This is an optimization exercise on Yosys and OpenROAD, whose aim is small area and a short achievable clock period, not a production implementation. The RTL was checked by simulation tests, not by an equivalence proof against the original design.

## alpha
==> module Pipeline_CPU, before the edit <==
module Pipeline_CPU( clk_i, rst_n, imem_addr_o, imem_data_i,
                     dmem_addr_o, dmem_wdata_o, dmem_we_o, dmem_re_o, dmem_rdata_i );
input         clk_i;
input         rst_n;
output [31:0] imem_addr_o;
input  [31:0] imem_data_i;
output [31:0] dmem_addr_o;
output [31:0] dmem_wdata_o;
output        dmem_we_o;
output        dmem_re_o;
input  [31:0] dmem_rdata_i;
reg  [31:2] pc;
reg  [31:2] mem_target;
wire        pcsrc;
wire [31:2] pc4 = pc + 30'd1;
always @(posedge clk_i)
  if (!rst_n) pc <= 30'd0;
  else        pc <= pcsrc ? mem_target : pc4;
assign imem_addr_o = {pc, 2'b00};
reg [31:0] id_intr;
reg [31:2] id_pc4;
always @(posedge clk_i)
  if (!rst_n) begin
    id_intr <= 32'd0;
    id_pc4  <= 30'd0;
  end else begin
    id_intr <= imem_data_i;
    id_pc4  <= pc4;
  end
wire d_r   = id_intr[31:26] == 6'b000000;
wire d_jal = id_intr[31:26] == 6'b000011;
wire [4:0] d_wr = d_r ? id_intr[15:11] : d_jal ? 5'd31 : id_intr[20:16];
reg [31:26] ex_op;
reg [15:0]  ex_f;
reg [31:0]  ex_rs_sel, ex_rt_sel;    
reg [4:0]   ex_wr;
reg [31:2]  ex_pc4;
always @(posedge clk_i) begin
  if (!rst_n) ex_op <= 6'b000010;
  else        ex_op <= id_intr[31:26];
  ex_f      <= id_intr[15:0];
  ex_rs_sel <= 32'd1 << id_intr[25:21];
  ex_rt_sel <= 32'd1 << id_intr[20:16];
  ex_wr     <= d_wr;
  ex_pc4    <= id_pc4;
end
reg         wb_regwrite;
reg  [4:0]  wb_wr;
reg  [31:0] wb_data;
reg         rf_rst;
always @(posedge clk_i) rf_rst <= ~rst_n;
wire [31:0]   rf_wd = wb_data;
wire [1023:0] rf_q;
genvar g, gb;
generate
  for (g = 0; g < 32; g = g + 1) begin : rf
    reg  [31:0] r;
    wire [31:0] d;
    wire we   = rf_rst | (wb_regwrite & (wb_wr == g));
    wire we_n = ~we;
    wire [31:0] wd = (g == 29) ? {rf_wd[31:8], rf_wd[7] | rf_rst, rf_wd[6:0]} : rf_wd;
    for (gb = 0; gb < 32; gb = gb + 1) begin : bits
      rfbit u( .we(we), .we_n(we_n), .wd(wd[gb]), .q(r[gb]), .d(d[gb]) );
    end
    always @(posedge clk_i) r <= d;
    assign rf_q[32*g+31:32*g] = r;
  end
endgenerate
wire [15:0] ex_imm  = ex_f[15:0];
wire e_r    = ex_op == 6'b000000;
wire e_lw   = ex_op == 6'b100011;
wire e_sw   = ex_op == 6'b101011;
wire e_beq  = ex_op == 6'b000100;
wire e_bne  = ex_op == 6'b000101;
wire e_j    = ex_op == 6'b000010;
wire e_blt  = ex_op == 6'b000110;
wire e_bgez = ex_op == 6'b000001;
wire e_jr   = e_r & (ex_f[5:0] == 6'b001000);
wire e_branch = e_beq | e_bne | e_blt | e_bgez;
wire e_regwrite = ~(e_sw | e_beq | e_bne | e_j | e_jr | e_blt | e_bgez);
wire [31:0] rs_n, rt_n;
Reg_File RS( .q(rf_q), .sel(ex_rs_sel), .data_n(rs_n) );
Reg_File RT( .q(rf_q), .sel(ex_rt_sel), .data_n(rt_n) );
wire [31:0] e_result, e_rt;
wire        e_use_rt, e_slt;
ALU ALU1(
  .op_i(ex_op), .funct_i(ex_f[5:0]), .shamt_i(ex_f[10:6]), .imm_i(ex_imm),
  .rs_n_i(rs_n), .rt_n_i(rt_n), .result_o(e_result), .slt_o(e_slt), .rt_o(e_rt), .use_rt_o(e_use_rt)
);
wire [1:0] e_bt = e_bne ? 2'd1 : e_blt ? 2'd2 : e_bgez ? 2'd3 : 2'd0;
wire [17:2] t_lo;
wire        t_c;
Adder #(.W(16), .L(4)) BA( .a(ex_pc4[17:2]), .b(ex_imm), .c(1'b0), .s(t_lo) );
assign t_c = (ex_pc4[17] & ex_imm[15]) | ((ex_pc4[17] | ex_imm[15]) & ~t_lo[17]);
wire        t_en = t_c ^ ex_imm[15];
wire [31:18] t_q = ex_pc4[31:18] ^ {14{ex_imm[15]}};
wire [31:18] t_run;                        
assign t_run[18] = 1'b1;
genvar ti;
generate
  for (ti = 19; ti < 32; ti = ti + 1) begin : tr
    assign t_run[ti] = t_run[ti-1] & t_q[ti-1];
  end
endgenerate
wire [31:2] e_target = {ex_pc4[31:18] ^ ({14{t_en}} & t_run), t_lo};
reg        mem_re, mem_we, mem_regwrite, mem_ld, mem_use_rt, mem_slt;
reg [1:0]  mem_bt;
reg [4:0]  mem_wr;
reg [31:0] mem_result, mem_rt;
always @(posedge clk_i) begin
  if (!rst_n) begin
    mem_re <= 1'b0;
    mem_we <= 1'b0;
    mem_regwrite <= 1'b0;
  end else begin
    mem_re <= e_lw;
    mem_we <= e_sw;
    mem_regwrite <= e_regwrite;
  end
  mem_ld     <= e_lw;
  mem_use_rt <= e_use_rt;
  mem_slt    <= e_slt;
  mem_bt     <= e_bt;
  mem_wr     <= ex_wr;
  mem_result <= e_result;
  mem_rt     <= e_rt;
  mem_target <= e_target;
end
wire [31:0] mem_alu  = mem_slt ? {31'd0, mem_result[31]} : mem_result;
wire        mem_zero = ~|mem_alu;
reg  mem_cond;
always @(*) begin
  case (mem_bt)
    2'd0: mem_cond = mem_zero;
    2'd1: mem_cond = ~mem_zero;
    2'd2: mem_cond = mem_alu[0];
    default: mem_cond = ~mem_alu[0];
  endcase
end
assign pcsrc = e_branch & mem_cond;
assign dmem_addr_o  = mem_result;
assign dmem_wdata_o = mem_rt;
assign dmem_re_o    = mem_re;
assign dmem_we_o    = mem_we;
always @(posedge clk_i) begin
  if (!rst_n) wb_regwrite <= 1'b0;
  else        wb_regwrite <= mem_regwrite;
  wb_wr   <= mem_wr;
  if (!rst_n) wb_data <= 32'd0;
  else        wb_data <= mem_ld ? dmem_rdata_i : mem_use_rt ? mem_rt : mem_alu;
end
endmodule
clock: 20.0 ns
lec_check: 0
cap_margin: 20
core_margin: 2
core_utilization: 65
cts_buf_list: sky130_fd_sc_hd__clkbuf_16
cts_cluster_diameter: 80
cts_cluster_size: 20
slew_margin: 20
synth_hierarchical: 1
standard.sh (not shown) runs the stock make flow with config.mk's settings and CLKGATE_MAP_FILE= SYNTH_SCRIPT=/design/flow/synth_recipe.tcl, a recipe that flattens the netlist after the stock synthesis.
==> flow/flow/run.sh <==
#!/bin/bash
# Layout flow: the standard flow (standard.sh, ORFS) with two changes:
#  - ports are buffered with buf_2 instead of the delay cell buffer_ports picks
#  - repair_timing aims for a larger setup margin, so the resizer works on the
#    paths that set the achieved clock period
# ORFS writes each step's full log under orfs/logs/; make's own output goes to
# flow_make.log.
set -euo pipefail
bash standard.sh \
  "BUFFER_PORTS_ARGS=-buffer_cell sky130_fd_sc_hd__buf_2" \
  SETUP_SLACK_MARGIN=14.8 \
  finish > flow_make.log 2>&1
What delta does differently from alpha at the input level:
--- a/flow/design.v
+++ b/flow/design.v
@@ -205,15 +205,15 @@
 wire [4:0] d_wr = d_r ? id_intr[15:11] : d_jal ? 5'd31 : id_intr[20:16];
 reg [31:26] ex_op;
 reg [15:0]  ex_f;
-reg [31:0]  ex_rs_sel, ex_rt_sel;    
+reg [4:0]   ex_rs_a, ex_rt_a;
 reg [4:0]   ex_wr;
 reg [31:2]  ex_pc4;
 always @(posedge clk_i) begin
   if (!rst_n) ex_op <= 6'b000010;
   else        ex_op <= id_intr[31:26];
   ex_f      <= id_intr[15:0];
-  ex_rs_sel <= 32'd1 << id_intr[25:21];
-  ex_rt_sel <= 32'd1 << id_intr[20:16];
+  ex_rs_a   <= id_intr[25:21];
+  ex_rt_a   <= id_intr[20:16];
   ex_wr     <= d_wr;
   ex_pc4    <= id_pc4;
 end
@@ -252,6 +252,8 @@
 wire e_branch = e_beq | e_bne | e_blt | e_bgez;
 wire e_regwrite = ~(e_sw | e_beq | e_bne | e_j | e_jr | e_blt | e_bgez);
 wire [31:0] rs_n, rt_n;
+wire [31:0] ex_rs_sel = 32'd1 << ex_rs_a;
+wire [31:0] ex_rt_sel = 32'd1 << ex_rt_a;
 Reg_File RS( .q(rf_q), .sel(ex_rs_sel), .data_n(rs_n) );
 Reg_File RT( .q(rf_q), .sel(ex_rt_sel), .data_n(rt_n) );
 wire [31:0] e_result, e_rt;
Findings:
- delta ends up with lower die area than alpha does.
- delta has minimum clock period after layout above what alpha had.
- Between delta and alpha, the mean cell area of the mapped netlist figures differ only marginally.
- Re layout buffering overhead excluding clock cells: delta is 0.25 points down on alpha.
- Synthesized area, delta vs alpha: down slightly
- delta and alpha ended up with roughly the same final RePlAce weighted congestion.
- Detailed-router iteration count before antenna repair (higher): delta
- After synthesis and placement, the instance count of delta is below that of alpha.
- Re met1 capacity usage during global routing: alpha was higher than delta.

## static timing again, ports no longer ideal
The results above use ideal ports. As a check the final layouts listed here were re-extracted and re-timed, cells and wires unchanged. Step 1 sets driving cells, clkbuf_16 on the clock port and buf_2 on the other inputs (assumed; they add their load-dependent delay and slew). Step 2 moves the port delays by t, midway between the first and last clock arrival at a register: inputs arrive t later, outputs are due t later. That takes back most of the time a late clock gives input paths. a / b / c = no drivers / after step 1 / after step 2; a / b = the first two.
run | t, ns | slack for setup (ns) | worst slew at a driven data input, ns | pins driven straight from the clock port
alpha | 0.763 | 14.781 / 14.709 / 14.239 | 0.09 | 1
delta | 0.740 | 14.732 / 14.718 / 14.198 | 0.11 | 1
After both steps setup and hold are still met in every run listed. For alpha, which loses most, drivers alone change the setup slack by -0.072 ns; drivers and shift together by -0.542 ns.
